This design comes from an exercise in tuning for small area on the open sky130 flow, not from production work. Function was not checked in any run shown here: the RTL went through the layout flow alone.

## flow/design.v (module list and top-level ports; edited modules follow where they fit)
// module sdf_delay: 13 lines
// module w8_prod: 257 lines
// module booth_prod: 478 lines
// module rca: 13 lines
// module sdf_bfly: 19 lines
// module w8_front: 12 lines
// module w8_back: 16 lines
// module w64_front: 10 lines
// module w64_back: 7 lines
// module tw64_rom: 74 lines
// module fft_ctrl: 23 lines
// module Top_FFT: 89 lines
module Top_FFT #(
    parameter   INTEGER_SIZE = 4,
                FRACT_SIZE = 14,
                NFFT = 64
) (
    input       wire                                             clk, rst,
    input       wire                                             start_FFT,
    input       wire    signed  [INTEGER_SIZE+FRACT_SIZE-1:0]    serial_in_r, serial_in_i,
    output      wire    signed  [INTEGER_SIZE+FRACT_SIZE-1:0]    serial_out_r, serial_out_i,
    output      wire                                             end_FFT, data_valid_FFT
);
  // ...
==> flow/run.sh <==
#!/bin/bash
# synth_recipe.tcl (not shown) runs the flow's synth.tcl, then flattens the netlist and writes it again
# the make line also repeats each setting of config.mk as NAME=value (left out here)
make -C /OpenROAD-flow-scripts/flow DESIGN_CONFIG=/design/flow/config.mk WORK_HOME=/design/flow/orfs CLKGATE_MAP_FILE= SYNTH_SCRIPT=/design/flow/synth_recipe.tcl finish
==> flow/config.mk <==
export PLATFORM = sky130hd
export DESIGN_NAME = Top_FFT
export DESIGN_NICKNAME = Top_FFT
export VERILOG_FILES = /design/flow/design.v
export SDC_FILE = /design/flow/constraint.sdc
export NUM_CORES = 4
export LEC_CHECK = 0
export ABC_AREA = 1
export CAP_MARGIN = 20
export CORE_MARGIN = 2
export CORE_UTILIZATION = 50
export CTS_BUF_LIST = sky130_fd_sc_hd__clkbuf_4 sky130_fd_sc_hd__clkbuf_8
export PLACE_DENSITY = 0.65
export SLEW_MARGIN = 20
==> flow/constraint.sdc <==
create_clock -name core_clock -period 12.0 [get_ports {clk}]
set_input_delay 2.4000 -clock core_clock [delete_from_list [all_inputs] [get_ports {clk}]]
set_output_delay 2.4000 -clock core_clock [all_outputs]
set_load 0.01 [all_outputs]
==> metrics.md, run 1 <==
| Metric | Value |
|---|---|
| Ys async rst share | 0.002997 |
| Post_cts resized | 0 |
| CP max FO | 73 |
| Critical path endpoint category | register |
| H-tree levels | 5 |
| Antenna violations before repair | 12 |
| Layout cells sized above 1 | 0.08925 |
| Via count | 69,189 |
| Total clock buffers created by CTS | 442 |
| Most frequent cells in the layout | dfxtp_1 (2,994), inv_1 (1,605), nand2_1 (1,165), fa_1 (942), xor2_1 (672) |
| Post-CTS Setup Bufs | 0 |
| Pre-CTS setup slack | between 1.5 and 2 ns |
| Post-DP HPWL | 179.7 mm |
| CP arrival | 11.32 ns |
| Filler cells | 18,922 |
| Clock buffer depth | 4 |
| Largest cell class | sequential cells |
| Pre-antenna DRT Iters | 5 |
| Run status | timing/DRC/antenna clean |
| Fin nets | between 10,000 and 15,000 |
| Routed WL | between 200 and 300 mm |
| Yosys reg bits | about 3,000 |
| Biggest regs | DL1.sr (1152), DL2.sr (576), DL3.sr (288) |
| EDFF count, synth | 0 |
| Finish-stage setup viols | 0 |
| Vias in the first global route | 71,916 |
| Final TNS setup | 0 ns |
| Reg area | 60,170 um^2 |
==> module w8_prod, before the edit <==
module w8_prod (
    input  wire [17:0] a,
    input  wire        s, odd,
    output wire [17:0] f,
    output wire        nz
);
wire [17:0] x = a ^ {18{s}};
wire t1 = x[5] ^ x[3];
wire t2 = x[5] & x[3];
wire t3 = x[6] ^ x[4];
wire t4 = x[6] & x[4];
wire t5 = x[7] ^ x[5] ^ x[3];
wire t6 = (x[7] & x[5]) | (x[7] & x[3]) | (x[5] & x[3]);
wire t7 = x[2] ^ x[0];
wire t8 = x[2] & x[0];
wire t9 = x[8] ^ x[6] ^ x[4];
wire t10 = (x[8] & x[6]) | (x[8] & x[4]) | (x[6] & x[4]);
wire t11 = x[3] ^ x[1];
wire t12 = x[3] & x[1];
wire t13 = x[9] ^ x[7] ^ x[5];
wire t14 = (x[9] & x[7]) | (x[9] & x[5]) | (x[7] & x[5]);
wire t15 = x[4] ^ x[2];
wire t16 = x[4] & x[2];
wire t17 = x[10] ^ x[8] ^ x[6];
wire t18 = (x[10] & x[8]) | (x[10] & x[6]) | (x[8] & x[6]);
wire t19 = x[5] ^ x[3];
wire t20 = x[5] & x[3];
wire t21 = x[11] ^ x[9] ^ x[7];
wire t22 = (x[11] & x[9]) | (x[11] & x[7]) | (x[9] & x[7]);
wire t23 = x[6] ^ x[4];
wire t24 = x[6] & x[4];
wire t25 = x[12] ^ x[10] ^ x[8];
wire t26 = (x[12] & x[10]) | (x[12] & x[8]) | (x[10] & x[8]);
wire t27 = x[7] ^ x[5];
wire t28 = x[7] & x[5];
wire t29 = x[13] ^ x[11] ^ x[9];
wire t30 = (x[13] & x[11]) | (x[13] & x[9]) | (x[11] & x[9]);
wire t31 = x[8] ^ x[6];
wire t32 = x[8] & x[6];
wire t33 = x[14] ^ x[12] ^ x[10];
wire t34 = (x[14] & x[12]) | (x[14] & x[10]) | (x[12] & x[10]);
wire t35 = x[9] ^ x[7];
wire t36 = x[9] & x[7];
wire t37 = x[15] ^ x[13] ^ x[11];
wire t38 = (x[15] & x[13]) | (x[15] & x[11]) | (x[13] & x[11]);
wire t39 = x[10] ^ x[8];
wire t40 = x[10] & x[8];
wire t41 = x[16] ^ x[14] ^ x[12];
wire t42 = (x[16] & x[14]) | (x[16] & x[12]) | (x[14] & x[12]);
wire t43 = x[11] ^ x[9];
wire t44 = x[11] & x[9];
wire t45 = ~x[17] ^ x[15] ^ x[13];
wire t46 = (~x[17] & x[15]) | (~x[17] & x[13]) | (x[15] & x[13]);
wire t47 = x[12] ^ x[10] ^ 1'b1;
wire t48 = (x[12] & x[10]) | (x[12] & 1'b1) | (x[10] & 1'b1);
wire t49 = x[16] ^ x[14] ^ x[13];
wire t50 = (x[16] & x[14]) | (x[16] & x[13]) | (x[14] & x[13]);
wire t51 = x[11] ^ 1'b1;
wire t52 = x[11] & 1'b1;
wire t53 = ~x[17] ^ x[15] ^ x[14];
wire t54 = (~x[17] & x[15]) | (~x[17] & x[14]) | (x[15] & x[14]);
wire t55 = x[16] ^ x[15];
wire t56 = x[16] & x[15];
wire t57 = x[4] ^ x[2];
wire t58 = x[4] & x[2];
wire t59 = x[1] ^ x[0] ^ s;
wire t60 = (x[1] & x[0]) | (x[1] & s) | (x[0] & s);
wire t61 = x[2] ^ x[1] ^ t2;
wire t62 = (x[2] & x[1]) | (x[2] & t2) | (x[1] & t2);
wire t63 = s ^ t4 ^ t5;
wire t64 = (s & t4) | (s & t5) | (t4 & t5);
wire t65 = t6 ^ t8 ^ t9;
wire t66 = (t6 & t8) | (t6 & t9) | (t8 & t9);
wire t67 = t10 ^ t12 ^ t13;
wire t68 = (t10 & t12) | (t10 & t13) | (t12 & t13);
wire t69 = t14 ^ t16 ^ t17;
wire t70 = (t14 & t16) | (t14 & t17) | (t16 & t17);
wire t71 = t18 ^ t20 ^ t21;
wire t72 = (t18 & t20) | (t18 & t21) | (t20 & t21);
wire t73 = t22 ^ t24 ^ t25;
wire t74 = (t22 & t24) | (t22 & t25) | (t24 & t25);
wire t75 = t26 ^ t28 ^ t29;
wire t76 = (t26 & t28) | (t26 & t29) | (t28 & t29);
wire t77 = t30 ^ t32 ^ t33;
wire t78 = (t30 & t32) | (t30 & t33) | (t32 & t33);
wire t79 = t34 ^ t36 ^ t37;
wire t80 = (t34 & t36) | (t34 & t37) | (t36 & t37);
wire t81 = t38 ^ t40 ^ t41;
wire t82 = (t38 & t40) | (t38 & t41) | (t40 & t41);
wire t83 = t42 ^ t44 ^ t45;
wire t84 = (t42 & t44) | (t42 & t45) | (t44 & t45);
wire t85 = t46 ^ t48 ^ t49;
wire t86 = (t46 & t48) | (t46 & t49) | (t48 & t49);
wire t87 = x[12] ^ t50 ^ t52;
wire t88 = (x[12] & t50) | (x[12] & t52) | (t50 & t52);
wire t89 = x[13] ^ 1'b1 ^ t54;
wire t90 = (x[13] & 1'b1) | (x[13] & t54) | (1'b1 & t54);
wire t91 = ~x[17] ^ x[16] ^ x[14];
wire t92 = (~x[17] & x[16]) | (~x[17] & x[14]) | (x[16] & x[14]);
wire t93 = x[2] ^ x[0];
wire t94 = x[2] & x[0];
wire t95 = x[3] ^ x[1];
wire t96 = x[3] & x[1];
wire t97 = x[0] ^ s ^ t57;
wire t98 = (x[0] & s) | (x[0] & t57) | (s & t57);
wire t99 = t1 ^ t58 ^ t59;
wire t100 = (t1 & t58) | (t1 & t59) | (t58 & t59);
wire t101 = t3 ^ t60 ^ t61;
wire t102 = (t3 & t60) | (t3 & t61) | (t60 & t61);
wire t103 = t7 ^ t62 ^ t63;
wire t104 = (t7 & t62) | (t7 & t63) | (t62 & t63);
wire t105 = t11 ^ t64 ^ t65;
wire t106 = (t11 & t64) | (t11 & t65) | (t64 & t65);
wire t107 = t15 ^ t66 ^ t67;
wire t108 = (t15 & t66) | (t15 & t67) | (t66 & t67);
wire t109 = t19 ^ t68 ^ t69;
wire t110 = (t19 & t68) | (t19 & t69) | (t68 & t69);
wire t111 = t23 ^ t70 ^ t71;
wire t112 = (t23 & t70) | (t23 & t71) | (t70 & t71);
wire t113 = t27 ^ t72 ^ t73;
wire t114 = (t27 & t72) | (t27 & t73) | (t72 & t73);
wire t115 = t31 ^ t74 ^ t75;
wire t116 = (t31 & t74) | (t31 & t75) | (t74 & t75);
wire t117 = t35 ^ t76 ^ t77;
wire t118 = (t35 & t76) | (t35 & t77) | (t76 & t77);
wire t119 = t39 ^ t78 ^ t79;
wire t120 = (t39 & t78) | (t39 & t79) | (t78 & t79);
wire t121 = t43 ^ t80 ^ t81;
wire t122 = (t43 & t80) | (t43 & t81) | (t80 & t81);
wire t123 = t47 ^ t82 ^ t83;
wire t124 = (t47 & t82) | (t47 & t83) | (t82 & t83);
wire t125 = t51 ^ t84 ^ t85;
wire t126 = (t51 & t84) | (t51 & t85) | (t84 & t85);
wire t127 = t53 ^ t86 ^ t87;
wire t128 = (t53 & t86) | (t53 & t87) | (t86 & t87);
wire t129 = t55 ^ t88 ^ t89;
wire t130 = (t55 & t88) | (t55 & t89) | (t88 & t89);
wire t131 = t56 ^ t90 ^ t91;
wire t132 = (t56 & t90) | (t56 & t91) | (t90 & t91);
wire t133 = ~x[17] ^ x[15] ^ t92;
wire t134 = (~x[17] & x[15]) | (~x[17] & t92) | (x[15] & t92);
wire t135 = x[16] ^ 1'b1;
wire t136 = x[16] & 1'b1;
wire t137 = x[0] ^ s;
wire t138 = x[0] & s;
wire t139 = x[1] ^ t138;
wire t140 = x[1] & t138;
wire t141 = s ^ t93 ^ t140;
wire t142 = (s & t93) | (s & t140) | (t93 & t140);
wire t143 = t94 ^ t95 ^ t142;
wire t144 = (t94 & t95) | (t94 & t142) | (t95 & t142);
wire t145 = t96 ^ t97 ^ t144;
wire t146 = (t96 & t97) | (t96 & t144) | (t97 & t144);
wire t147 = t98 ^ t99 ^ t146;
wire t148 = (t98 & t99) | (t98 & t146) | (t99 & t146);
wire t149 = t100 ^ t101 ^ t148;
wire t150 = (t100 & t101) | (t100 & t148) | (t101 & t148);
wire t151 = t102 ^ t103 ^ t150;
wire t152 = (t102 & t103) | (t102 & t150) | (t103 & t150);
wire t153 = t104 ^ t105 ^ t152;
wire t154 = (t104 & t105) | (t104 & t152) | (t105 & t152);
wire t155 = t106 ^ t107;
wire t156 = t106 & t107;
wire t157 = t108 ^ t109 ^ t156;
wire t158 = (t108 & t109) | (t108 & t156) | (t109 & t156);
wire t159 = t110 ^ t111 ^ t158;
wire t160 = (t110 & t111) | (t110 & t158) | (t111 & t158);
wire t161 = t112 ^ t113 ^ t160;
wire t162 = (t112 & t113) | (t112 & t160) | (t113 & t160);
wire t163 = t114 ^ t115 ^ t162;
wire t164 = (t114 & t115) | (t114 & t162) | (t115 & t162);
wire t165 = t116 ^ t117 ^ t164;
wire t166 = (t116 & t117) | (t116 & t164) | (t117 & t164);
wire t167 = t118 ^ t119 ^ t166;
wire t168 = (t118 & t119) | (t118 & t166) | (t119 & t166);
wire t169 = t120 ^ t121 ^ t168;
wire t170 = (t120 & t121) | (t120 & t168) | (t121 & t168);
wire t171 = t122 ^ t123 ^ t170;
wire t172 = (t122 & t123) | (t122 & t170) | (t123 & t170);
wire t173 = t106 ^ t107 ^ 1'b1;
wire t174 = (t106 & t107) | (t106 & 1'b1) | (t107 & 1'b1);
wire t175 = t108 ^ t109 ^ t174;
wire t176 = (t108 & t109) | (t108 & t174) | (t109 & t174);
wire t177 = t110 ^ t111 ^ t176;
wire t178 = (t110 & t111) | (t110 & t176) | (t111 & t176);
wire t179 = t112 ^ t113 ^ t178;
wire t180 = (t112 & t113) | (t112 & t178) | (t113 & t178);
wire t181 = t114 ^ t115 ^ t180;
wire t182 = (t114 & t115) | (t114 & t180) | (t115 & t180);
wire t183 = t116 ^ t117 ^ t182;
wire t184 = (t116 & t117) | (t116 & t182) | (t117 & t182);
wire t185 = t118 ^ t119 ^ t184;
wire t186 = (t118 & t119) | (t118 & t184) | (t119 & t184);
wire t187 = t120 ^ t121 ^ t186;
wire t188 = (t120 & t121) | (t120 & t186) | (t121 & t186);
wire t189 = t122 ^ t123 ^ t188;
wire t190 = (t122 & t123) | (t122 & t188) | (t123 & t188);
wire t191 = t154 ? t173 : t155;
wire t192 = t154 ? t175 : t157;
wire t193 = t154 ? t177 : t159;
wire t194 = t154 ? t179 : t161;
wire t195 = t154 ? t181 : t163;
wire t196 = t154 ? t183 : t165;
wire t197 = t154 ? t185 : t167;
wire t198 = t154 ? t187 : t169;
wire t199 = t154 ? t189 : t171;
wire t200 = t154 ? t190 : t172;
wire t201 = t124 ^ t125;
wire t202 = t124 & t125;
wire t203 = t126 ^ t127 ^ t202;
wire t204 = (t126 & t127) | (t126 & t202) | (t127 & t202);
wire t205 = t128 ^ t129 ^ t204;
wire t206 = (t128 & t129) | (t128 & t204) | (t129 & t204);
wire t207 = t130 ^ t131 ^ t206;
wire t208 = (t130 & t131) | (t130 & t206) | (t131 & t206);
wire t209 = t132 ^ t133 ^ t208;
wire t210 = (t132 & t133) | (t132 & t208) | (t133 & t208);
wire t211 = t134 ^ t135 ^ t210;
wire t212 = (t134 & t135) | (t134 & t210) | (t135 & t210);
wire t213 = ~x[17] ^ t136 ^ t212;
wire t214 = (~x[17] & t136) | (~x[17] & t212) | (t136 & t212);
wire t215 = 1'b1 ^ t214;
wire t216 = 1'b1 & t214;
wire t217 = 1'b1 ^ t216;
wire t218 = 1'b1 & t216;
wire t219 = t124 ^ t125 ^ 1'b1;
wire t220 = (t124 & t125) | (t124 & 1'b1) | (t125 & 1'b1);
wire t221 = t126 ^ t127 ^ t220;
wire t222 = (t126 & t127) | (t126 & t220) | (t127 & t220);
wire t223 = t128 ^ t129 ^ t222;
wire t224 = (t128 & t129) | (t128 & t222) | (t129 & t222);
wire t225 = t130 ^ t131 ^ t224;
wire t226 = (t130 & t131) | (t130 & t224) | (t131 & t224);
wire t227 = t132 ^ t133 ^ t226;
wire t228 = (t132 & t133) | (t132 & t226) | (t133 & t226);
wire t229 = t134 ^ t135 ^ t228;
wire t230 = (t134 & t135) | (t134 & t228) | (t135 & t228);
wire t231 = ~x[17] ^ t136 ^ t230;
wire t232 = (~x[17] & t136) | (~x[17] & t230) | (t136 & t230);
wire t233 = 1'b1 ^ t232;
wire t234 = 1'b1 & t232;
wire t235 = 1'b1 ^ t234;
wire t236 = 1'b1 & t234;
wire t237 = t200 ? t219 : t201;
wire t238 = t200 ? t221 : t203;
wire t239 = t200 ? t223 : t205;
wire t240 = t200 ? t225 : t207;
wire t241 = t200 ? t227 : t209;
wire t242 = t200 ? t229 : t211;
wire t243 = t200 ? t231 : t213;
wire t244 = t200 ? t233 : t215;
wire t245 = t200 ? t235 : t217;
wire t246 = t200 ? t236 : t218;
wire [26:0] p = {t245, t244, t243, t242, t241, t240, t239, t238, t237, t199, t198, t197, t196, t195, t194, t193, t192, t191, t153, t151, t149, t147, t145, t143, t141, t139, t137};
assign f  = odd ? p[26:9] : {a[17], a[17:1]};
assign nz = odd ? |p[8:0] : a[0];
endmodule
==> module tw64_rom, before the edit <==
module tw64_rom (
    input  wire [5:0]  address,
    output reg  [20:0] dr, di
);
always @(*) begin
    case (address)
    6'd0: begin dr = 21'h002000; di = 21'h000000; end  
    6'd1: begin dr = 21'h002000; di = 21'h000000; end  
    6'd2: begin dr = 21'h002000; di = 21'h000000; end  
    6'd3: begin dr = 21'h002000; di = 21'h000000; end  
    6'd4: begin dr = 21'h002000; di = 21'h000000; end  
    6'd5: begin dr = 21'h002000; di = 21'h000000; end  
    6'd6: begin dr = 21'h002000; di = 21'h000000; end  
    6'd7: begin dr = 21'h002000; di = 21'h000000; end  
    6'd8: begin dr = 21'h002000; di = 21'h000000; end  
    6'd9: begin dr = 21'h0d2420; di = 21'h1a4048; end  
    6'd10: begin dr = 21'h184e00; di = 21'h067241; end  
    6'd11: begin dr = 21'h1a4021; di = 21'h012c44; end  
    6'd12: begin dr = 21'h000000; di = 21'h002040; end  
    6'd13: begin dr = 21'h1a4048; di = 21'h012c44; end  
    6'd14: begin dr = 21'h067241; di = 21'h067241; end  
    6'd15: begin dr = 21'h012c44; di = 21'h1a4048; end  
    6'd16: begin dr = 21'h002000; di = 21'h000000; end  
    6'd17: begin dr = 21'h06e211; di = 21'h1218c8; end  
    6'd18: begin dr = 21'h0d2420; di = 21'h1a4048; end  
    6'd19: begin dr = 21'h10de03; di = 21'h1b4964; end  
    6'd20: begin dr = 21'h184e00; di = 21'h067241; end  
    6'd21: begin dr = 21'h124909; di = 21'h0ee240; end  
    6'd22: begin dr = 21'h1a4021; di = 21'h012c44; end  
    6'd23: begin dr = 21'h0a8882; di = 21'h00e642; end  
    6'd24: begin dr = 21'h002000; di = 21'h000000; end  
    6'd25: begin dr = 21'h10de03; di = 21'h1b4964; end  
    6'd26: begin dr = 21'h1a4021; di = 21'h012c44; end  
    6'd27: begin dr = 21'h1218c8; di = 21'h00e642; end  
    6'd28: begin dr = 21'h067241; di = 21'h067241; end  
    6'd29: begin dr = 21'h00e642; di = 21'h1218c8; end  
    6'd30: begin dr = 21'h012c44; di = 21'h1a4021; end  
    6'd31: begin dr = 21'h1b4964; di = 21'h10de03; end  
    6'd32: begin dr = 21'h002000; di = 21'h000000; end  
    6'd33: begin dr = 21'h036108; di = 21'h0ec22a; end  
    6'd34: begin dr = 21'h06e211; di = 21'h1218c8; end  
    6'd35: begin dr = 21'h086e21; di = 21'h1790dc; end  
    6'd36: begin dr = 21'h0d2420; di = 21'h1a4048; end  
    6'd37: begin dr = 21'h0b6124; di = 21'h1603c8; end  
    6'd38: begin dr = 21'h10de03; di = 21'h1b4964; end  
    6'd39: begin dr = 21'h16d00a; di = 21'h1bc06d; end  
    6'd40: begin dr = 21'h002000; di = 21'h000000; end  
    6'd41: begin dr = 21'h0b6124; di = 21'h1603c8; end  
    6'd42: begin dr = 21'h124909; di = 21'h0ee240; end  
    6'd43: begin dr = 21'h0cc211; di = 21'h006341; end  
    6'd44: begin dr = 21'h1a4048; di = 21'h012c44; end  
    6'd45: begin dr = 21'h06f051; di = 21'h1bc06d; end  
    6'd46: begin dr = 21'h00e642; di = 21'h1218c8; end  
    6'd47: begin dr = 21'h066240; di = 21'h061180; end  
    6'd48: begin dr = 21'h002000; di = 21'h000000; end  
    6'd49: begin dr = 21'h086e21; di = 21'h1790dc; end  
    6'd50: begin dr = 21'h10de03; di = 21'h1b4964; end  
    6'd51: begin dr = 21'h1bc002; di = 21'h06f051; end  
    6'd52: begin dr = 21'h1a4021; di = 21'h012c44; end  
    6'd53: begin dr = 21'h0cc211; di = 21'h006341; end  
    6'd54: begin dr = 21'h1218c8; di = 21'h00e642; end  
    6'd55: begin dr = 21'h1603c8; di = 21'h0a6149; end  
    6'd56: begin dr = 21'h002000; di = 21'h000000; end  
    6'd57: begin dr = 21'h16d00a; di = 21'h1bc06d; end  
    6'd58: begin dr = 21'h0a8882; di = 21'h00e642; end  
    6'd59: begin dr = 21'h1603c8; di = 21'h0a6149; end  
    6'd60: begin dr = 21'h012c44; di = 21'h1a4048; end  
    6'd61: begin dr = 21'h066240; di = 21'h061180; end  
    6'd62: begin dr = 21'h1b4964; di = 21'h10de03; end  
    6'd63: begin dr = 21'h0cc211; di = 21'h036108; end  
    default: begin dr = 21'h0; di = 21'h0; end
    endcase
end
endmodule
==> module Top_FFT, before the edit <==
module Top_FFT #(
    parameter   INTEGER_SIZE = 4,
                FRACT_SIZE = 14,
                NFFT = 64
) (
    input       wire                                             clk, rst,
    input       wire                                             start_FFT,
    input       wire    signed  [INTEGER_SIZE+FRACT_SIZE-1:0]    serial_in_r, serial_in_i,
    output      wire    signed  [INTEGER_SIZE+FRACT_SIZE-1:0]    serial_out_r, serial_out_i,
    output      wire                                             end_FFT, data_valid_FFT
);
localparam W = INTEGER_SIZE + FRACT_SIZE;
wire       busy;
wire [7:0] cnt;
fft_ctrl CTRL (.clk(clk), .rst(rst), .start_FFT(start_FFT), .busy(busy), .cnt(cnt),
               .end_FFT(end_FFT), .data_valid(data_valid_FFT));
localparam LIN = 6;
localparam S1 = LIN - 1, S2 = S1 + 32 + 1, S3 = S2 + 16 + 3, S4 = S3 + 8 + 3, S5 = S4 + 4 + 1, S6 = S5 + 2 + 3;
wire [7:0] t1 = cnt - S1, t2 = cnt - S2, t3 = cnt - S3, t4 = cnt - S4, t5 = cnt - S5, t6 = cnt - S6;
wire [7:0] m1  = cnt - (S1 + 32);
wire [7:0] m2f = cnt - (S2 + 16 + 1), m2b = cnt - (S2 + 16 + 2);
wire [7:0] m3n = cnt - (S3 + 8);        
wire [7:0] m4  = cnt - (S4 + 4);
wire [7:0] m5f = cnt - (S5 + 2 + 1), m5b = cnt - (S5 + 2 + 2);
wire [2*W-1:0] u1;
sdf_delay #(.W(2*W), .D(LIN)) DIN (.clk(clk), .din({serial_in_r, serial_in_i}), .dout(u1));
wire [2*W-1:0] a1, dl1, o1;
sdf_delay #(.W(2*W), .D(32)) DL1 (.clk(clk), .din(dl1), .dout(a1));
sdf_bfly  #(.W(W)) BF1 (.sel(t1[5]), .tw(m1[4] & m1[5]),
    .a_r(a1[2*W-1:W]), .a_i(a1[W-1:0]), .u_r(u1[2*W-1:W]), .u_i(u1[W-1:0]),
    .dl_r(dl1[2*W-1:W]), .dl_i(dl1[W-1:0]), .o_r(o1[2*W-1:W]), .o_i(o1[W-1:0]));
wire [2*W-1:0] u2;
sdf_delay #(.W(2*W), .D(1)) R1 (.clk(clk), .din(o1), .dout(u2));
wire [2*W-1:0] a2, dl2, o2;
sdf_delay #(.W(2*W), .D(16)) DL2 (.clk(clk), .din(dl2), .dout(a2));
sdf_bfly  #(.W(W)) BF2 (.sel(t2[4]), .tw(1'b0),
    .a_r(a2[2*W-1:W]), .a_i(a2[W-1:0]), .u_r(u2[2*W-1:W]), .u_i(u2[W-1:0]),
    .dl_r(dl2[2*W-1:W]), .dl_i(dl2[W-1:0]), .o_r(o2[2*W-1:W]), .o_i(o2[W-1:0]));
wire [2*W-1:0] p2, w2, u3;
wire [37:0]    f2, q2;
sdf_delay #(.W(2*W), .D(1)) P2 (.clk(clk), .din(o2), .dout(p2));
w8_front TF2 (.addr(m2f[3] ? {m2f[4], m2f[5]} : 2'd0), .in_r(p2[2*W-1:W]), .in_i(p2[W-1:0]), .q(f2));
sdf_delay #(.W(38), .D(1)) Q2 (.clk(clk), .din(f2), .dout(q2));
w8_back  TB2 (.addr(m2b[3] ? {m2b[4], m2b[5]} : 2'd0), .q(q2), .out_r(w2[2*W-1:W]), .out_i(w2[W-1:0]));
sdf_delay #(.W(2*W), .D(1)) R2 (.clk(clk), .din(w2), .dout(u3));
wire [2*W-1:0] a3, dl3, o3;
sdf_delay #(.W(2*W), .D(8)) DL3 (.clk(clk), .din(dl3), .dout(a3));
sdf_bfly  #(.W(W)) BF3 (.sel(t3[3]), .tw(1'b0),
    .a_r(a3[2*W-1:W]), .a_i(a3[W-1:0]), .u_r(u3[2*W-1:W]), .u_i(u3[W-1:0]),
    .dl_r(dl3[2*W-1:W]), .dl_i(dl3[W-1:0]), .o_r(o3[2*W-1:W]), .o_i(o3[W-1:0]));
wire [2*W-1:0] p3, w3, u4;
wire [41:0]    cn3, c3;
wire [71:0]    f3, q3;
sdf_delay #(.W(2*W), .D(1)) P3 (.clk(clk), .din(o3), .dout(p3));
tw64_rom ROM3 (.address(m3n[5:0]), .dr(cn3[41:21]), .di(cn3[20:0]));
sdf_delay #(.W(42), .D(1)) C3 (.clk(clk), .din(cn3), .dout(c3));
w64_front TF3 (.in_r(p3[2*W-1:W]), .in_i(p3[W-1:0]), .dr(c3[41:21]), .di(c3[20:0]), .q(f3));
sdf_delay #(.W(72), .D(1)) Q3 (.clk(clk), .din(f3), .dout(q3));
w64_back  TB3 (.q(q3), .out_r(w3[2*W-1:W]), .out_i(w3[W-1:0]));
sdf_delay #(.W(2*W), .D(1)) R3 (.clk(clk), .din(w3), .dout(u4));
wire [2*W-1:0] a4, dl4, o4;
sdf_delay #(.W(2*W), .D(4)) DL4 (.clk(clk), .din(dl4), .dout(a4));
sdf_bfly  #(.W(W)) BF4 (.sel(t4[2]), .tw(m4[1] & m4[2]),
    .a_r(a4[2*W-1:W]), .a_i(a4[W-1:0]), .u_r(u4[2*W-1:W]), .u_i(u4[W-1:0]),
    .dl_r(dl4[2*W-1:W]), .dl_i(dl4[W-1:0]), .o_r(o4[2*W-1:W]), .o_i(o4[W-1:0]));
wire [2*W-1:0] u5;
sdf_delay #(.W(2*W), .D(1)) R4 (.clk(clk), .din(o4), .dout(u5));
wire [2*W-1:0] a5, dl5, o5;
sdf_delay #(.W(2*W), .D(2)) DL5 (.clk(clk), .din(dl5), .dout(a5));
sdf_bfly  #(.W(W)) BF5 (.sel(t5[1]), .tw(1'b0),
    .a_r(a5[2*W-1:W]), .a_i(a5[W-1:0]), .u_r(u5[2*W-1:W]), .u_i(u5[W-1:0]),
    .dl_r(dl5[2*W-1:W]), .dl_i(dl5[W-1:0]), .o_r(o5[2*W-1:W]), .o_i(o5[W-1:0]));
wire [2*W-1:0] p5, w5, u6;
wire [37:0]    f5, q5;
sdf_delay #(.W(2*W), .D(1)) P5 (.clk(clk), .din(o5), .dout(p5));
w8_front TF5 (.addr(m5f[0] ? {m5f[1], m5f[2]} : 2'd0), .in_r(p5[2*W-1:W]), .in_i(p5[W-1:0]), .q(f5));
sdf_delay #(.W(38), .D(1)) Q5 (.clk(clk), .din(f5), .dout(q5));
w8_back  TB5 (.addr(m5b[0] ? {m5b[1], m5b[2]} : 2'd0), .q(q5), .out_r(w5[2*W-1:W]), .out_i(w5[W-1:0]));
sdf_delay #(.W(2*W), .D(1)) R5 (.clk(clk), .din(w5), .dout(u6));
wire [2*W-1:0] a6, dl6, o6;
sdf_delay #(.W(2*W), .D(1)) DL6 (.clk(clk), .din(dl6), .dout(a6));
sdf_bfly  #(.W(W)) BF6 (.sel(t6[0]), .tw(1'b0),
    .a_r(a6[2*W-1:W]), .a_i(a6[W-1:0]), .u_r(u6[2*W-1:W]), .u_i(u6[W-1:0]),
    .dl_r(dl6[2*W-1:W]), .dl_i(dl6[W-1:0]), .o_r(o6[2*W-1:W]), .o_i(o6[W-1:0]));
wire [2*W-1:0] y;
sdf_delay #(.W(2*W), .D(1)) R6 (.clk(clk), .din(o6), .dout(y));
assign serial_out_r = y[2*W-1:W];
assign serial_out_i = y[W-1:0];
endmodule
==> inputs of run 2 (changes only) <==
--- a/flow/design.v
+++ b/flow/design.v
@@ -11,11 +11,10 @@
 end
 assign dout = sr[D-1];
 endmodule
-module w8_prod (
+module w8_tree (
     input  wire [17:0] a,
-    input  wire        s, odd,
-    output wire [17:0] f,
-    output wire        nz
+    input  wire        s,
+    output wire [26:0] p
 );
 wire [17:0] x = a ^ {18{s}};
 wire t1 = x[5] ^ x[3];
@@ -62,16 +61,16 @@
 wire t42 = (x[16] & x[14]) | (x[16] & x[12]) | (x[14] & x[12]);
 wire t43 = x[11] ^ x[9];
 wire t44 = x[11] & x[9];
-wire t45 = ~x[17] ^ x[15] ^ x[13];
-wire t46 = (~x[17] & x[15]) | (~x[17] & x[13]) | (x[15] & x[13]);
-wire t47 = x[12] ^ x[10] ^ 1'b1;
-wire t48 = (x[12] & x[10]) | (x[12] & 1'b1) | (x[10] & 1'b1);
+wire t45 = x[15] ^ x[13] ^ x[12];
+wire t46 = (x[15] & x[13]) | (x[15] & x[12]) | (x[13] & x[12]);
+wire t47 = x[10] ^ x[17];
+wire t48 = x[10] & x[17];
 wire t49 = x[16] ^ x[14] ^ x[13];
 wire t50 = (x[16] & x[14]) | (x[16] & x[13]) | (x[14] & x[13]);
-wire t51 = x[11] ^ 1'b1;
-wire t52 = x[11] & 1'b1;
-wire t53 = ~x[17] ^ x[15] ^ x[14];
-wire t54 = (~x[17] & x[15]) | (~x[17] & x[14]) | (x[15] & x[14]);
+wire t51 = x[11] ^ x[17];
+wire t52 = x[11] & x[17];
+wire t53 = x[15] ^ x[14];
+wire t54 = x[15] & x[14];
 wire t55 = x[16] ^ x[15];
 wire t56 = x[16] & x[15];
 wire t57 = x[4] ^ x[2];
@@ -106,10 +105,10 @@
 wire t86 = (t46 & t48) | (t46 & t49) | (t48 & t49);
 wire t87 = x[12] ^ t50 ^ t52;
 wire t88 = (x[12] & t50) | (x[12] & t52) | (t50 & t52);
-wire t89 = x[13] ^ 1'b1 ^ t54;
-wire t90 = (x[13] & 1'b1) | (x[13] & t54) | (1'b1 & t54);
-wire t91 = ~x[17] ^ x[16] ^ x[14];
-wire t92 = (~x[17] & x[16]) | (~x[17] & x[14]) | (x[16] & x[14]);
+wire t89 = x[13] ^ x[17] ^ t54;
+wire t90 = (x[13] & x[17]) | (x[13] & t54) | (x[17] & t54);
+wire t91 = x[16] ^ x[14];
+wire t92 = x[16] & x[14];
 wire t93 = x[2] ^ x[0];
 wire t94 = x[2] & x[0];
 wire t95 = x[3] ^ x[1];
@@ -150,10 +149,10 @@
 wire t130 = (t55 & t88) | (t55 & t89) | (t88 & t89);
 wire t131 = t56 ^ t90 ^ t91;
 wire t132 = (t56 & t90) | (t56 & t91) | (t90 & t91);
-wire t133 = ~x[17] ^ x[15] ^ t92;
-wire t134 = (~x[17] & x[15]) | (~x[17] & t92) | (x[15] & t92);
-wire t135 = x[16] ^ 1'b1;
-wire t136 = x[16] & 1'b1;
+wire t133 = x[15] ^ t92;
+wire t134 = x[15] & t92;
+wire t135 = x[16] ^ x[17];
+wire t136 = x[16] & x[17];
 wire t137 = x[0] ^ s;
 wire t138 = x[0] & s;
 wire t139 = x[1] ^ t138;
@@ -172,8 +171,8 @@
 wire t152 = (t102 & t103) | (t102 & t150) | (t103 & t150);
 wire t153 = t104 ^ t105 ^ t152;
 wire t154 = (t104 & t105) | (t104 & t152) | (t105 & t152);
-wire t155 = t106 ^ t107;
-wire t156 = t106 & t107;
+wire t155 = t106 ^ t107 ^ t154;
+wire t156 = (t106 & t107) | (t106 & t154) | (t107 & t154);
 wire t157 = t108 ^ t109 ^ t156;
 wire t158 = (t108 & t109) | (t108 & t156) | (t109 & t156);
 wire t159 = t110 ^ t111 ^ t158;
@@ -190,81 +189,34 @@
 wire t170 = (t120 & t121) | (t120 & t168) | (t121 & t168);
 wire t171 = t122 ^ t123 ^ t170;
 wire t172 = (t122 & t123) | (t122 & t170) | (t123 & t170);
-wire t173 = t106 ^ t107 ^ 1'b1;
-wire t174 = (t106 & t107) | (t106 & 1'b1) | (t107 & 1'b1);
-wire t175 = t108 ^ t109 ^ t174;
-wire t176 = (t108 & t109) | (t108 & t174) | (t109 & t174);
-wire t177 = t110 ^ t111 ^ t176;
-wire t178 = (t110 & t111) | (t110 & t176) | (t111 & t176);
-wire t179 = t112 ^ t113 ^ t178;
-wire t180 = (t112 & t113) | (t112 & t178) | (t113 & t178);
-wire t181 = t114 ^ t115 ^ t180;
-wire t182 = (t114 & t115) | (t114 & t180) | (t115 & t180);
-wire t183 = t116 ^ t117 ^ t182;
-wire t184 = (t116 & t117) | (t116 & t182) | (t117 & t182);
-wire t185 = t118 ^ t119 ^ t184;
-wire t186 = (t118 & t119) | (t118 & t184) | (t119 & t184);
-wire t187 = t120 ^ t121 ^ t186;
-wire t188 = (t120 & t121) | (t120 & t186) | (t121 & t186);
-wire t189 = t122 ^ t123 ^ t188;
-wire t190 = (t122 & t123) | (t122 & t188) | (t123 & t188);
-wire t191 = t154 ? t173 : t155;
-wire t192 = t154 ? t175 : t157;
-wire t193 = t154 ? t177 : t159;
-wire t194 = t154 ? t179 : t161;
-wire t195 = t154 ? t181 : t163;
-wire t196 = t154 ? t183 : t165;
-wire t197 = t154 ? t185 : t167;
-wire t198 = t154 ? t187 : t169;
-wire t199 = t154 ? t189 : t171;
-wire t200 = t154 ? t190 : t172;
-wire t201 = t124 ^ t125;
-wire t202 = t124 & t125;
-wire t203 = t126 ^ t127 ^ t202;
-wire t204 = (t126 & t127) | (t126 & t202) | (t127 & t202);
-wire t205 = t128 ^ t129 ^ t204;
-wire t206 = (t128 & t129) | (t128 & t204) | (t129 & t204);
-wire t207 = t130 ^ t131 ^ t206;
-wire t208 = (t130 & t131) | (t130 & t206) | (t131 & t206);
-wire t209 = t132 ^ t133 ^ t208;
-wire t210 = (t132 & t133) | (t132 & t208) | (t133 & t208);
-wire t211 = t134 ^ t135 ^ t210;
-wire t212 = (t134 & t135) | (t134 & t210) | (t135 & t210);
-wire t213 = ~x[17] ^ t136 ^ t212;
-wire t214 = (~x[17] & t136) | (~x[17] & t212) | (t136 & t212);
-wire t215 = 1'b1 ^ t214;
-wire t216 = 1'b1 & t214;
-wire t217 = 1'b1 ^ t216;
-wire t218 = 1'b1 & t216;
-wire t219 = t124 ^ t125 ^ 1'b1;
-wire t220 = (t124 & t125) | (t124 & 1'b1) | (t125 & 1'b1);
-wire t221 = t126 ^ t127 ^ t220;
-wire t222 = (t126 & t127) | (t126 & t220) | (t127 & t220);
-wire t223 = t128 ^ t129 ^ t222;
-wire t224 = (t128 & t129) | (t128 & t222) | (t129 & t222);
-wire t225 = t130 ^ t131 ^ t224;
-wire t226 = (t130 & t131) | (t130 & t224) | (t131 & t224);
-wire t227 = t132 ^ t133 ^ t226;
-wire t228 = (t132 & t133) | (t132 & t226) | (t133 & t226);
-wire t229 = t134 ^ t135 ^ t228;
-wire t230 = (t134 & t135) | (t134 & t228) | (t135 & t228);
-wire t231 = ~x[17] ^ t136 ^ t230;
-wire t232 = (~x[17] & t136) | (~x[17] & t230) | (t136 & t230);
-wire t233 = 1'b1 ^ t232;
-wire t234 = 1'b1 & t232;
-wire t235 = 1'b1 ^ t234;
-wire t236 = 1'b1 & t234;
-wire t237 = t200 ? t219 : t201;
-wire t238 = t200 ? t221 : t203;
-wire t239 = t200 ? t223 : t205;
-wire t240 = t200 ? t225 : t207;
-wire t241 = t200 ? t227 : t209;
-wire t242 = t200 ? t229 : t211;
-wire t243 = t200 ? t231 : t213;
-wire t244 = t200 ? t233 : t215;
-wire t245 = t200 ? t235 : t217;
-wire t246 = t200 ? t236 : t218;
-wire [26:0] p = {t245, t244, t243, t242, t241, t240, t239, t238, t237, t199, t198, t197, t196, t195, t194, t193, t192, t191, t153, t151, t149, t147, t145, t143, t141, t139, t137};
+wire t173 = t124 ^ t125 ^ t172;
+wire t174 = (t124 & t125) | (t124 & t172) | (t125 & t172);
+wire t175 = t126 ^ t127 ^ t174;
+wire t176 = (t126 & t127) | (t126 & t174) | (t127 & t174);
+wire t177 = t128 ^ t129 ^ t176;
+wire t178 = (t128 & t129) | (t128 & t176) | (t129 & t176);
+wire t179 = t130 ^ t131 ^ t178;
+wire t180 = (t130 & t131) | (t130 & t178) | (t131 & t178);
+wire t181 = t132 ^ t133 ^ t180;
+wire t182 = (t132 & t133) | (t132 & t180) | (t133 & t180);
+wire t183 = t134 ^ t135 ^ t182;
+wire t184 = (t134 & t135) | (t134 & t182) | (t135 & t182);
+wire t185 = t136 ^ t184;
+wire t186 = t136 & t184;
+wire t187 = x[17] ^ t186;
+wire t188 = x[17] & t186;
+wire t189 = x[17] ^ t188;
+wire t190 = x[17] & t188;
+assign p = {t189, t187, t185, t183, t181, t179, t177, t175, t173, t171, t169, t167, t165, t163, t161, t159, t157, t155, t153, t151, t149, t147, t145, t143, t141, t139, t137};
+endmodule
+module w8_prod (
+    input  wire [17:0] a,
+    input  wire        s, odd,
+    output wire [17:0] f,
+    output wire        nz
+);
+wire [26:0] p;
+w8_tree T (.a(a), .s(s), .p(p));
 assign f  = odd ? p[26:9] : {a[17], a[17:1]};
 assign nz = odd ? |p[8:0] : a[0];
 endmodule
@@ -650,8 +602,8 @@
 wire t242 = (t180 & t181) | (t180 & t240) | (t181 & t240);
 wire t243 = t182 ^ t183 ^ t242;
 wire t244 = (t182 & t183) | (t182 & t242) | (t183 & t242);
-wire t245 = t184 ^ t185;
-wire t246 = t184 & t185;
+wire t245 = t184 ^ t185 ^ t244;
+wire t246 = (t184 & t185) | (t184 & t244) | (t185 & t244);
 wire t247 = t186 ^ t187 ^ t246;
 wire t248 = (t186 & t187) | (t186 & t246) | (t187 & t246);
 wire t249 = t188 ^ t189 ^ t248;
@@ -662,88 +614,31 @@
 wire t254 = (t192 & t193) | (t192 & t252) | (t193 & t252);
 wire t255 = t194 ^ t195 ^ t254;
 wire t256 = (t194 & t195) | (t194 & t254) | (t195 & t254);
-wire t257 = t184 ^ t185 ^ 1'b1;
-wire t258 = (t184 & t185) | (t184 & 1'b1) | (t185 & 1'b1);
-wire t259 = t186 ^ t187 ^ t258;
-wire t260 = (t186 & t187) | (t186 & t258) | (t187 & t258);
-wire t261 = t188 ^ t189 ^ t260;
-wire t262 = (t188 & t189) | (t188 & t260) | (t189 & t260);
-wire t263 = t190 ^ t191 ^ t262;
-wire t264 = (t190 & t191) | (t190 & t262) | (t191 & t262);
-wire t265 = t192 ^ t193 ^ t264;
-wire t266 = (t192 & t193) | (t192 & t264) | (t193 & t264);
-wire t267 = t194 ^ t195 ^ t266;
-wire t268 = (t194 & t195) | (t194 & t266) | (t195 & t266);
-wire t269 = t244 ? t257 : t245;
-wire t270 = t244 ? t259 : t247;
-wire t271 = t244 ? t261 : t249;
-wire t272 = t244 ? t263 : t251;
-wire t273 = t244 ? t265 : t253;
-wire t274 = t244 ? t267 : t255;
-wire t275 = t244 ? t268 : t256;
-wire t276 = t196 ^ t197;
-wire t277 = t196 & t197;
-wire t278 = t198 ^ t199 ^ t277;
-wire t279 = (t198 & t199) | (t198 & t277) | (t199 & t277);
-wire t280 = t200 ^ t201 ^ t279;
-wire t281 = (t200 & t201) | (t200 & t279) | (t201 & t279);
-wire t282 = t202 ^ t203 ^ t281;
-wire t283 = (t202 & t203) | (t202 & t281) | (t203 & t281);
-wire t284 = t204 ^ t205 ^ t283;
-wire t285 = (t204 & t205) | (t204 & t283) | (t205 & t283);
-wire t286 = t206 ^ t207 ^ t285;
-wire t287 = (t206 & t207) | (t206 & t285) | (t207 & t285);
-wire t288 = t196 ^ t197 ^ 1'b1;
-wire t289 = (t196 & t197) | (t196 & 1'b1) | (t197 & 1'b1);
-wire t290 = t198 ^ t199 ^ t289;
-wire t291 = (t198 & t199) | (t198 & t289) | (t199 & t289);
-wire t292 = t200 ^ t201 ^ t291;
-wire t293 = (t200 & t201) | (t200 & t291) | (t201 & t291);
-wire t294 = t202 ^ t203 ^ t293;
-wire t295 = (t202 & t203) | (t202 & t293) | (t203 & t293);
-wire t296 = t204 ^ t205 ^ t295;
-wire t297 = (t204 & t205) | (t204 & t295) | (t205 & t295);
-wire t298 = t206 ^ t207 ^ t297;
-wire t299 = (t206 & t207) | (t206 & t297) | (t207 & t297);
-wire t300 = t275 ? t288 : t276;
-wire t301 = t275 ? t290 : t278;
-wire t302 = t275 ? t292 : t280;
-wire t303 = t275 ? t294 : t282;
-wire t304 = t275 ? t296 : t284;
-wire t305 = t275 ? t298 : t286;
-wire t306 = t275 ? t299 : t287;
-wire t307 = t208 ^ t209;
-wire t308 = t208 & t209;
-wire t309 = t210 ^ t211 ^ t308;
-wire t310 = (t210 & t211) | (t210 & t308) | (t211 & t308);
-wire t311 = t212 ^ t213 ^ t310;
-wire t312 = (t212 & t213) | (t212 & t310) | (t213 & t310);
-wire t313 = t214 ^ t215 ^ t312;
-wire t314 = (t214 & t215) | (t214 & t312) | (t215 & t312);
-wire t315 = ~pp6_18 ^ t216 ^ t314;
-wire t316 = (~pp6_18 & t216) | (~pp6_18 & t314) | (t216 & t314);
-wire t317 = 1'b1 ^ t316;
-wire t318 = 1'b1 & t316;
-wire t319 = t208 ^ t209 ^ 1'b1;
-wire t320 = (t208 & t209) | (t208 & 1'b1) | (t209 & 1'b1);
-wire t321 = t210 ^ t211 ^ t320;
-wire t322 = (t210 & t211) | (t210 & t320) | (t211 & t320);
-wire t323 = t212 ^ t213 ^ t322;
-wire t324 = (t212 & t213) | (t212 & t322) | (t213 & t322);
-wire t325 = t214 ^ t215 ^ t324;
-wire t326 = (t214 & t215) | (t214 & t324) | (t215 & t324);
-wire t327 = ~pp6_18 ^ t216 ^ t326;
-wire t328 = (~pp6_18 & t216) | (~pp6_18 & t326) | (t216 & t326);
-wire t329 = 1'b1 ^ t328;
-wire t330 = 1'b1 & t328;
-wire t331 = t306 ? t319 : t307;
-wire t332 = t306 ? t321 : t309;
-wire t333 = t306 ? t323 : t311;
-wire t334 = t306 ? t325 : t313;
-wire t335 = t306 ? t327 : t315;
-wire t336 = t306 ? t329 : t317;
-wire t337 = t306 ? t330 : t318;
-wire [31:0] p = {t336, t335, t334, t333, t332, t331, t305, t304, t303, t302, t301, t300, t274, t273, t272, t271, t270, t269, t243, t241, t239, t237, t235, t233, t231, t229, t227, t225, t223, t221, t219, t217};
+wire t257 = t196 ^ t197 ^ t256;
+wire t258 = (t196 & t197) | (t196 & t256) | (t197 & t256);
+wire t259 = t198 ^ t199 ^ t258;
+wire t260 = (t198 & t199) | (t198 & t258) | (t199 & t258);
+wire t261 = t200 ^ t201 ^ t260;
+wire t262 = (t200 & t201) | (t200 & t260) | (t201 & t260);
+wire t263 = t202 ^ t203 ^ t262;
+wire t264 = (t202 & t203) | (t202 & t262) | (t203 & t262);
+wire t265 = t204 ^ t205 ^ t264;
+wire t266 = (t204 & t205) | (t204 & t264) | (t205 & t264);
+wire t267 = t206 ^ t207 ^ t266;
+wire t268 = (t206 & t207) | (t206 & t266) | (t207 & t266);
+wire t269 = t208 ^ t209 ^ t268;
+wire t270 = (t208 & t209) | (t208 & t268) | (t209 & t268);
+wire t271 = t210 ^ t211 ^ t270;
+wire t272 = (t210 & t211) | (t210 & t270) | (t211 & t270);
+wire t273 = t212 ^ t213 ^ t272;
+wire t274 = (t212 & t213) | (t212 & t272) | (t213 & t272);
+wire t275 = t214 ^ t215 ^ t274;
+wire t276 = (t214 & t215) | (t214 & t274) | (t215 & t274);
+wire t277 = ~pp6_18 ^ t216 ^ t276;
+wire t278 = (~pp6_18 & t216) | (~pp6_18 & t276) | (t216 & t276);
+wire t279 = 1'b1 ^ t278;
+wire t280 = 1'b1 & t278;
+wire [31:0] p = {t279, t277, t275, t273, t271, t269, t267, t265, t263, t261, t259, t257, t255, t253, t251, t249, t247, t245, t243, t241, t239, t237, t235, t233, t231, t229, t227, t225, t223, t221, t219, t217};
 assign h = p[31:14];
 endmodule
 module rca #(parameter W = 18) (
@@ -806,6 +701,27 @@
 rca #(18) AR (.x(xr), .y(yr), .ci(cr), .s(out_r));
 rca #(18) AI (.x(xi), .y(yi), .ci(ci), .s(out_i));
 endmodule
+module w8_front2 (
+    input  wire [1:0]  addr,          
+    input  wire [17:0] in_r, in_i,
+    input  wire [38:0] q1,            
+    output wire [38:0] q1n,           
+    output wire [39:0] q2n            
+);
+wire [1:0]  pa  = q1[1:0];            
+wire [17:0] pb  = q1[19:2];           
+wire        bc  = pa[0];              
+wire [17:0] x   = bc ? pb : in_r;
+wire        s   = bc ? (pa == 2'd3) : (addr == 2'd3);
+wire [26:0] p;
+w8_tree T (.a(x), .s(s), .p(p));
+wire [17:0] fA  = addr[0] ? p[26:9] : {in_r[17], in_r[17:1]};
+wire        nzA = addr[0] ? |p[8:0] : in_r[0];
+wire [17:0] fB  = pa[0] ? p[26:9] : {pb[17], pb[17:1]};
+wire        nzB = pa[0] ? |p[8:0] : pb[0];
+assign q1n = {fA, nzA, in_i, addr};
+assign q2n = {q1[38:20], fB, nzB, pa};
+endmodule
 module w64_front (
     input  wire [17:0] in_r, in_i,
     input  wire [20:0] dr, di,        
@@ -825,77 +741,34 @@
 endmodule
 module tw64_rom (
     input  wire [5:0]  address,
-    output reg  [20:0] dr, di
+    output wire [20:0] dr, di
 );
+wire [5:0] e = {address[3], address[4], address[5]} * address[2:0];
+reg  [20:0] br, bi;
 always @(*) begin
-    case (address)
-    6'd0: begin dr = 21'h002000; di = 21'h000000; end  
-    6'd1: begin dr = 21'h002000; di = 21'h000000; end  
-    6'd2: begin dr = 21'h002000; di = 21'h000000; end  
-    6'd3: begin dr = 21'h002000; di = 21'h000000; end  
-    6'd4: begin dr = 21'h002000; di = 21'h000000; end  
-    6'd5: begin dr = 21'h002000; di = 21'h000000; end  
-    6'd6: begin dr = 21'h002000; di = 21'h000000; end  
-    6'd7: begin dr = 21'h002000; di = 21'h000000; end  
-    6'd8: begin dr = 21'h002000; di = 21'h000000; end  
-    6'd9: begin dr = 21'h0d2420; di = 21'h1a4048; end  
-    6'd10: begin dr = 21'h184e00; di = 21'h067241; end  
-    6'd11: begin dr = 21'h1a4021; di = 21'h012c44; end  
-    6'd12: begin dr = 21'h000000; di = 21'h002040; end  
-    6'd13: begin dr = 21'h1a4048; di = 21'h012c44; end  
-    6'd14: begin dr = 21'h067241; di = 21'h067241; end  
-    6'd15: begin dr = 21'h012c44; di = 21'h1a4048; end  
-    6'd16: begin dr = 21'h002000; di = 21'h000000; end  
-    6'd17: begin dr = 21'h06e211; di = 21'h1218c8; end  
-    6'd18: begin dr = 21'h0d2420; di = 21'h1a4048; end  
-    6'd19: begin dr = 21'h10de03; di = 21'h1b4964; end  
-    6'd20: begin dr = 21'h184e00; di = 21'h067241; end  
-    6'd21: begin dr = 21'h124909; di = 21'h0ee240; end  
-    6'd22: begin dr = 21'h1a4021; di = 21'h012c44; end  
-    6'd23: begin dr = 21'h0a8882; di = 21'h00e642; end  
-    6'd24: begin dr = 21'h002000; di = 21'h000000; end  
-    6'd25: begin dr = 21'h10de03; di = 21'h1b4964; end  
-    6'd26: begin dr = 21'h1a4021; di = 21'h012c44; end  
-    6'd27: begin dr = 21'h1218c8; di = 21'h00e642; end  
-    6'd28: begin dr = 21'h067241; di = 21'h067241; end  
-    6'd29: begin dr = 21'h00e642; di = 21'h1218c8; end  
-    6'd30: begin dr = 21'h012c44; di = 21'h1a4021; end  
-    6'd31: begin dr = 21'h1b4964; di = 21'h10de03; end  
-    6'd32: begin dr = 21'h002000; di = 21'h000000; end  
-    6'd33: begin dr = 21'h036108; di = 21'h0ec22a; end  
-    6'd34: begin dr = 21'h06e211; di = 21'h1218c8; end  
-    6'd35: begin dr = 21'h086e21; di = 21'h1790dc; end  
-    6'd36: begin dr = 21'h0d2420; di = 21'h1a4048; end  
-    6'd37: begin dr = 21'h0b6124; di = 21'h1603c8; end  
-    6'd38: begin dr = 21'h10de03; di = 21'h1b4964; end  
-    6'd39: begin dr = 21'h16d00a; di = 21'h1bc06d; end  
-    6'd40: begin dr = 21'h002000; di = 21'h000000; end  
-    6'd41: begin dr = 21'h0b6124; di = 21'h1603c8; end  
-    6'd42: begin dr = 21'h124909; di = 21'h0ee240; end  
-    6'd43: begin dr = 21'h0cc211; di = 21'h006341; end  
-    6'd44: begin dr = 21'h1a4048; di = 21'h012c44; end  
-    6'd45: begin dr = 21'h06f051; di = 21'h1bc06d; end  
-    6'd46: begin dr = 21'h00e642; di = 21'h1218c8; end  
-    6'd47: begin dr = 21'h066240; di = 21'h061180; end  
-    6'd48: begin dr = 21'h002000; di = 21'h000000; end  
-    6'd49: begin dr = 21'h086e21; di = 21'h1790dc; end  
-    6'd50: begin dr = 21'h10de03; di = 21'h1b4964; end  
-    6'd51: begin dr = 21'h1bc002; di = 21'h06f051; end  
-    6'd52: begin dr = 21'h1a4021; di = 21'h012c44; end  
-    6'd53: begin dr = 21'h0cc211; di = 21'h006341; end  
-    6'd54: begin dr = 21'h1218c8; di = 21'h00e642; end  
-    6'd55: begin dr = 21'h1603c8; di = 21'h0a6149; end  
-    6'd56: begin dr = 21'h002000; di = 21'h000000; end  
-    6'd57: begin dr = 21'h16d00a; di = 21'h1bc06d; end  
-    6'd58: begin dr = 21'h0a8882; di = 21'h00e642; end  
-    6'd59: begin dr = 21'h1603c8; di = 21'h0a6149; end  
-    6'd60: begin dr = 21'h012c44; di = 21'h1a4048; end  
-    6'd61: begin dr = 21'h066240; di = 21'h061180; end  
-    6'd62: begin dr = 21'h1b4964; di = 21'h10de03; end  
-    6'd63: begin dr = 21'h0cc211; di = 21'h036108; end  
-    default: begin dr = 21'h0; di = 21'h0; end
+    case (e[3:0])
+    4'd0: begin br = 21'h002000; bi = 21'h000000; end  
+    4'd1: begin br = 21'h036108; bi = 21'h0ec22a; end  
+    4'd2: begin br = 21'h06e211; bi = 21'h1218c8; end  
+    4'd3: begin br = 21'h086e21; bi = 21'h1790dc; end  
+    4'd4: begin br = 21'h0d2420; bi = 21'h1a4048; end  
+    4'd5: begin br = 21'h0b6124; bi = 21'h1603c8; end  
+    4'd6: begin br = 21'h10de03; bi = 21'h1b4964; end  
+    4'd7: begin br = 21'h16d00a; bi = 21'h1bc06d; end  
+    4'd8: begin br = 21'h184e00; bi = 21'h067241; end  
+    4'd9: begin br = 21'h1bc002; bi = 21'h06f051; end  
+    4'd10: begin br = 21'h124909; bi = 21'h0ee240; end  
+    4'd12: begin br = 21'h1a4021; bi = 21'h012c44; end  
+    4'd14: begin br = 21'h0a8882; bi = 21'h00e642; end  
+    4'd15: begin br = 21'h0cc211; bi = 21'h006341; end  
+    default: begin br = 21'h0; bi = 21'h0; end
     endcase
 end
+function [20:0] dneg(input [20:0] d);
+    dneg = {d[20:7], d[6:0] ^ (d[20:14] | d[13:7])};
+endfunction
+assign dr = (e[5:4] == 2'd0) ? br : (e[5:4] == 2'd1) ? bi : (e[5:4] == 2'd2) ? dneg(br) : dneg(bi);
+assign di = (e[5:4] == 2'd0) ? bi : (e[5:4] == 2'd1) ? dneg(br) : (e[5:4] == 2'd2) ? dneg(bi) : br;
 endmodule
 module fft_ctrl (
     input  wire       clk, rst, start_FFT,
@@ -936,14 +809,19 @@
 wire [7:0] cnt;
 fft_ctrl CTRL (.clk(clk), .rst(rst), .start_FFT(start_FFT), .busy(busy), .cnt(cnt),
                .end_FFT(end_FFT), .data_valid(data_valid_FFT));
-localparam LIN = 6;
-localparam S1 = LIN - 1, S2 = S1 + 32 + 1, S3 = S2 + 16 + 3, S4 = S3 + 8 + 3, S5 = S4 + 4 + 1, S6 = S5 + 2 + 3;
+localparam LIN = 5;
+localparam S1 = LIN - 1, S2 = S1 + 32 + 1, S3 = S2 + 16 + 3, S4 = S3 + 8 + 3, S5 = S4 + 4 + 1, S6 = S5 + 2 + 4;
 wire [7:0] t1 = cnt - S1, t2 = cnt - S2, t3 = cnt - S3, t4 = cnt - S4, t5 = cnt - S5, t6 = cnt - S6;
 wire [7:0] m1  = cnt - (S1 + 32);
-wire [7:0] m2f = cnt - (S2 + 16 + 1), m2b = cnt - (S2 + 16 + 2);
+wire [7:0] m2n = cnt - (S2 + 16), m2b = cnt - (S2 + 16 + 2);
 wire [7:0] m3n = cnt - (S3 + 8);        
 wire [7:0] m4  = cnt - (S4 + 4);
-wire [7:0] m5f = cnt - (S5 + 2 + 1), m5b = cnt - (S5 + 2 + 2);
+wire [7:0] m5n = cnt - (S5 + 2);
+reg  [1:0] ad2f, ad5f;
+always @(posedge clk) begin
+    ad2f <= m2n[3] ? {m2n[4], m2n[5]} : 2'd0;
+    ad5f <= m5n[0] ? {m5n[1], m5n[2]} : 2'd0;
+end
 wire [2*W-1:0] u1;
 sdf_delay #(.W(2*W), .D(LIN)) DIN (.clk(clk), .din({serial_in_r, serial_in_i}), .dout(u1));
 wire [2*W-1:0] a1, dl1, o1;
@@ -961,7 +839,7 @@
 wire [2*W-1:0] p2, w2, u3;
 wire [37:0]    f2, q2;
 sdf_delay #(.W(2*W), .D(1)) P2 (.clk(clk), .din(o2), .dout(p2));
-w8_front TF2 (.addr(m2f[3] ? {m2f[4], m2f[5]} : 2'd0), .in_r(p2[2*W-1:W]), .in_i(p2[W-1:0]), .q(f2));
+w8_front TF2 (.addr(ad2f), .in_r(p2[2*W-1:W]), .in_i(p2[W-1:0]), .q(f2));
 sdf_delay #(.W(38), .D(1)) Q2 (.clk(clk), .din(f2), .dout(q2));
 w8_back  TB2 (.addr(m2b[3] ? {m2b[4], m2b[5]} : 2'd0), .q(q2), .out_r(w2[2*W-1:W]), .out_i(w2[W-1:0]));
 sdf_delay #(.W(2*W), .D(1)) R2 (.clk(clk), .din(w2), .dout(u3));
@@ -993,11 +871,14 @@
     .a_r(a5[2*W-1:W]), .a_i(a5[W-1:0]), .u_r(u5[2*W-1:W]), .u_i(u5[W-1:0]),
     .dl_r(dl5[2*W-1:W]), .dl_i(dl5[W-1:0]), .o_r(o5[2*W-1:W]), .o_i(o5[W-1:0]));
 wire [2*W-1:0] p5, w5, u6;
-wire [37:0]    f5, q5;
+wire [38:0]    q51n, q51;
+wire [39:0]    q52n, q52;
 sdf_delay #(.W(2*W), .D(1)) P5 (.clk(clk), .din(o5), .dout(p5));
-w8_front TF5 (.addr(m5f[0] ? {m5f[1], m5f[2]} : 2'd0), .in_r(p5[2*W-1:W]), .in_i(p5[W-1:0]), .q(f5));
-sdf_delay #(.W(38), .D(1)) Q5 (.clk(clk), .din(f5), .dout(q5));
-w8_back  TB5 (.addr(m5b[0] ? {m5b[1], m5b[2]} : 2'd0), .q(q5), .out_r(w5[2*W-1:W]), .out_i(w5[W-1:0]));
+w8_front2 TF5 (.addr(ad5f), .in_r(p5[2*W-1:W]), .in_i(p5[W-1:0]),
+               .q1(q51), .q1n(q51n), .q2n(q52n));
+sdf_delay #(.W(39), .D(1)) Q51 (.clk(clk), .din(q51n), .dout(q51));
+sdf_delay #(.W(40), .D(1)) Q52 (.clk(clk), .din(q52n), .dout(q52));
+w8_back  TB5 (.addr(q52[1:0]), .q(q52[39:2]), .out_r(w5[2*W-1:W]), .out_i(w5[W-1:0]));
 sdf_delay #(.W(2*W), .D(1)) R5 (.clk(clk), .din(w5), .dout(u6));
 wire [2*W-1:0] a6, dl6, o6;
 sdf_delay #(.W(2*W), .D(1)) DL6 (.clk(clk), .din(dl6), .dout(a6));
--- a/flow/config.mk
+++ b/flow/config.mk
@@ -8,7 +8,9 @@
 export ABC_AREA = 1
 export CAP_MARGIN = 20
 export CORE_MARGIN = 2
-export CORE_UTILIZATION = 50
-export CTS_BUF_LIST = sky130_fd_sc_hd__clkbuf_4 sky130_fd_sc_hd__clkbuf_8
-export PLACE_DENSITY = 0.65
+export CORE_UTILIZATION = 55
+export CTS_BUF_LIST = sky130_fd_sc_hd__clkbuf_16
+export CTS_CLUSTER_DIAMETER = 150
+export CTS_CLUSTER_SIZE = 25
+export PLACE_DENSITY = 0.7
 export SLEW_MARGIN = 20
==> metrics.md, run 2 <==
| Metric | Value |
|---|---|
| Syn nets | about 10,000 |
| Synth cell types | 56 |
| Vias in the first global route | 62,495 (-13%) |
| Least-Margin Pin Slew | 1.020 ns |
| Top FF cell, synth | dfxtp_1 |
| Area Overhead vs Synth | 6.852% |
| Worst Path Required | 12.78 ns |
| Fin crit period | 10.85 ns |
| Top cells by count, synth | dfxtp_1 (3,007), inv_1 (1,307), fa_1 (1,031) |
| Die width | roughly 450 um |
| RSZ-0062 raised after global routing | false |
| Die area | ~200,000 um^2 |
| Layout Utilization | 0.5905 |
| Routability cong. | about 0.97 |
| Slew HR | 0.3126 |
| DR vias/cell | 5.032 |
| CP max FO | 15 (-79%) |
| Max stage delay cell, worst path | fa_1 |
| Total clock buffers created by CTS | 140 (-68%) |
| Largest cells by area after synthesis | dfxtp_1 (56%), fa_1 (19%), xor2_1 (5.1%), inv_1 (4.6%), nand2_1 (2.9%) |
| Largest stage delay, worst path | 0.55 ns |
| Reg area | 60,420 um^2 (+0.43%) |
| Biggest regs | DL1.sr (1152), DL2.sr (576), DL3.sr (288) |
| Clock buffer depth | 3 (-1) |
| Buffer and inverter count on the worst path | 5 |
| Max Cap Viol | 0 |
| Fin nets | 10,267 (-14%) |
| Most used cell along the critical path | fa_1 |
| Clk pin slew, worst setup/hold paths | roughly 0.11 ns |
| Post-DP HPWL | 162.2 mm (-9.8%) |
| Synth area leader | dfxtp_1 |
| Die height | 446.2 um |
| Most frequent cells in the layout | dfxtp_1 (3,007), inv_1 (1,307), fa_1 (1,031), nand2_1 (838), xor2_1 (628) |
| Layout cells sized above 1 | 0.04292 (-0.04633) |
| IO Port Bufs | 76 |
| Finish-stage setup viols | 0 (unchanged) |
| Pre-antenna DRT Iters | 8 (+3) |
| CP arrival | 11.63 ns (+0.31 ns) |
| Synth Area per Inst | 11.89 um^2 |
| Sequential area share after synthesis | 0.5618 |
| Post_cts resized | 0 (unchanged) |
| Final Hold Viols | 0 |
| Worst path top cell family by delay | adder cells |
| Commonest non-fill, non-tap cell in the layout | dfxtp_1 |
| Kind of critical path | reg2reg |
| Routed WL | 223.3 mm (-12%) |
| Post-Syn Instances | around 9,000 |
| Clock Sinks | 3,016 |
| # hold bufs at CTS | 0 |
| Ys async rst share | 0.002984 (-0.00001292) |
| Multi-input gate area in the final layout | just over 40,000 um^2 |
| Fin. max-slew vios | 0 |
| Initial core utilization | 0.5527 |
| Via count | 58,294 (-16%) |
| EDFF count, synth | 0 (unchanged) |
| H-tree levels | 4 (-1) |
| Hold Crit Class | reg2reg |
| Yosys reg bits | 3,016 (+0.43%) |
| Final Skew | 0.04315 ns |
| Core Footprint | 194,600 um^2 |
| Fmax | ~92 MHz |
| IO Count | 77 |
| Final TNS setup | 0 ns (unchanged) |
| Antenna violations before repair | 6 (-6) |
| GRT Util Overall | 0.2308 |
| Critical path endpoint category | register |
| Fin crit share | 0.9043 |
| Worst skew pair latency | roughly 0.85 ns |
| Cell Area, Synth | 107,500 um^2 |
| Synth top area share | 0.5597 |
| Rows | ~160 |
| Number of flip-flops in the largest register | 1,152 |
| CP startpoint kind | register |
| Top-count cell post-synth | dfxtp_1 |
| Synth Warn # | 27 |
| Antenna-violating nets left | 0 |
| Post-CTS Setup Bufs | 0 (unchanged) |
| Filler cells | 15,531 (-18%) |
| Run status | timing/DRC/antenna clean |
| Overflow after GRT | 0 |
| TritonCTS clock tree | yes |
| Largest net degree at the start of global routing | between 70 and 80 |
| First-pass GRT wire length | around 350 mm |
| Clock Root Buffer | clkbuf_16 |
| # DRC | 0 |
| Routed wire length per instance | 19.28 um |
| DRT iter0 DRCs | slightly above 4,000 |
| Largest register by flop count | DL1.sr |
[run 2: changes by cell type after synthesis, moves of 85 or more]
cell,before,now
nand2_1,1167,840
inv_1,1606,1307
nand3_1,183,17
nor2_1,409,273
ha_1,302,177
a21oi_1,226,128
fa_1,942,1031
xnor2_1,171,86
[run 2: area by class of cell]
cell class	count	area share
clock buffer	144	0.03136
tap	2542	0.02768
antenna	2	0.00004355
clock inverter	18	0.002918
inverter	1387	0.04531
timing repair buffer	205	0.01505
sequential	3016	0.5258
multi-input combinational	4270	0.3518
[run 2: logic make-up after synthesis]
| group | Yosys count | share of synthesized area |
|---|---|---|
| buffers and inverters | 1758 | 0.06242 |
| xor gates and xnor gates | 716 | 0.05856 |
| muxes | 7 | 0.0006980 |
| DFF | 3016 | 0.5618 |
| AOI/OAI and AO/OA | 1162 | 0.06120 |
| adders and majority gates | 1209 | 0.2126 |
| and+or+nand+nor | 1176 | 0.04269 |
[run 2: routing by layer]
layer,GRT usage,vias up,wire [um],share of wire
met1,0.2804,28527,88520,0.40
met3,0.03836,595,12550,0.056
met5,0,-,23,0.00010
met4,0.1316,4,14330,0.064
li1,-,27380,-,-
met2,0.3900,1788,107900,0.48
[run 2: worst paths after layout]
check	startpoint	end	slack (ns)	depth (start not counted)
min in group asynchronous	rst	CTRL.cnt[0]	1.84	1
max in group asynchronous	rst	CTRL.cnt[3]	9.83	1
worst max-delay path	C3.sr[0][36]	Q3.sr[0][16]	1.15	31
worst min-delay path	DL4.sr[2][4]	DL4.sr[3][4]	0.31	0
worst min register to register	DL4.sr[2][4]	DL4.sr[3][4]	0.31	0
worst max register to register	C3.sr[0][36]	Q3.sr[0][16]	1.15	31
[run 2: through the flow]
step	area, um^2	hold slack, ns	instances	worst slack (ns)
after floorplan	107500	0.3096	9044	1.857
after global placement	111000	0.3096	11420	1.212
after detailed placement	111000	0.3121	11420	1.198
after CTS	114900	0.3091	11582	1.149
after global routing	114900	0.3107	11582	0.6936
final	114900	0.3074	11584	1.148
[run 2: worst register-to-register path: cells and delay by family, from the launching register on]
family	cells	cell delay, ns
adder cells (fa/ha/maj)	21	8.79
buffers and inverters	5	0.74
AO/OA/AOI/OAI	3	0.54
flip-flops	1	0.41
XOR/XNOR	1	0.21
AND/OR/NAND/NOR	1	0.09

## afterwards: timing with drivers on the ports
No port has a modelled driver above. Below, the same layouts with a new extraction and two added sets of constraints.
Step 1: set_driving_cell puts a clkbuf_16 on clk and a buf_2 on each other input, an assumption about the parent block.
Step 2 adds t to the input delays and takes it off the output delays; t is the mean of the earliest and latest rising clock arrival at the registers after step 1. Input paths then give back, and output paths get back, about the clock's delay inside the block.
Three values: ideal, step 1, step 2; two values: the first two.
run	shift t [ns]	slack for setup (ns)	cell pins on the clock port's net
run 1	1.114	1.607 / 1.607 / 1.607	1
run 2	0.905	1.148 / 1.148 / 1.148	1
After both steps every run listed still meets setup and hold.
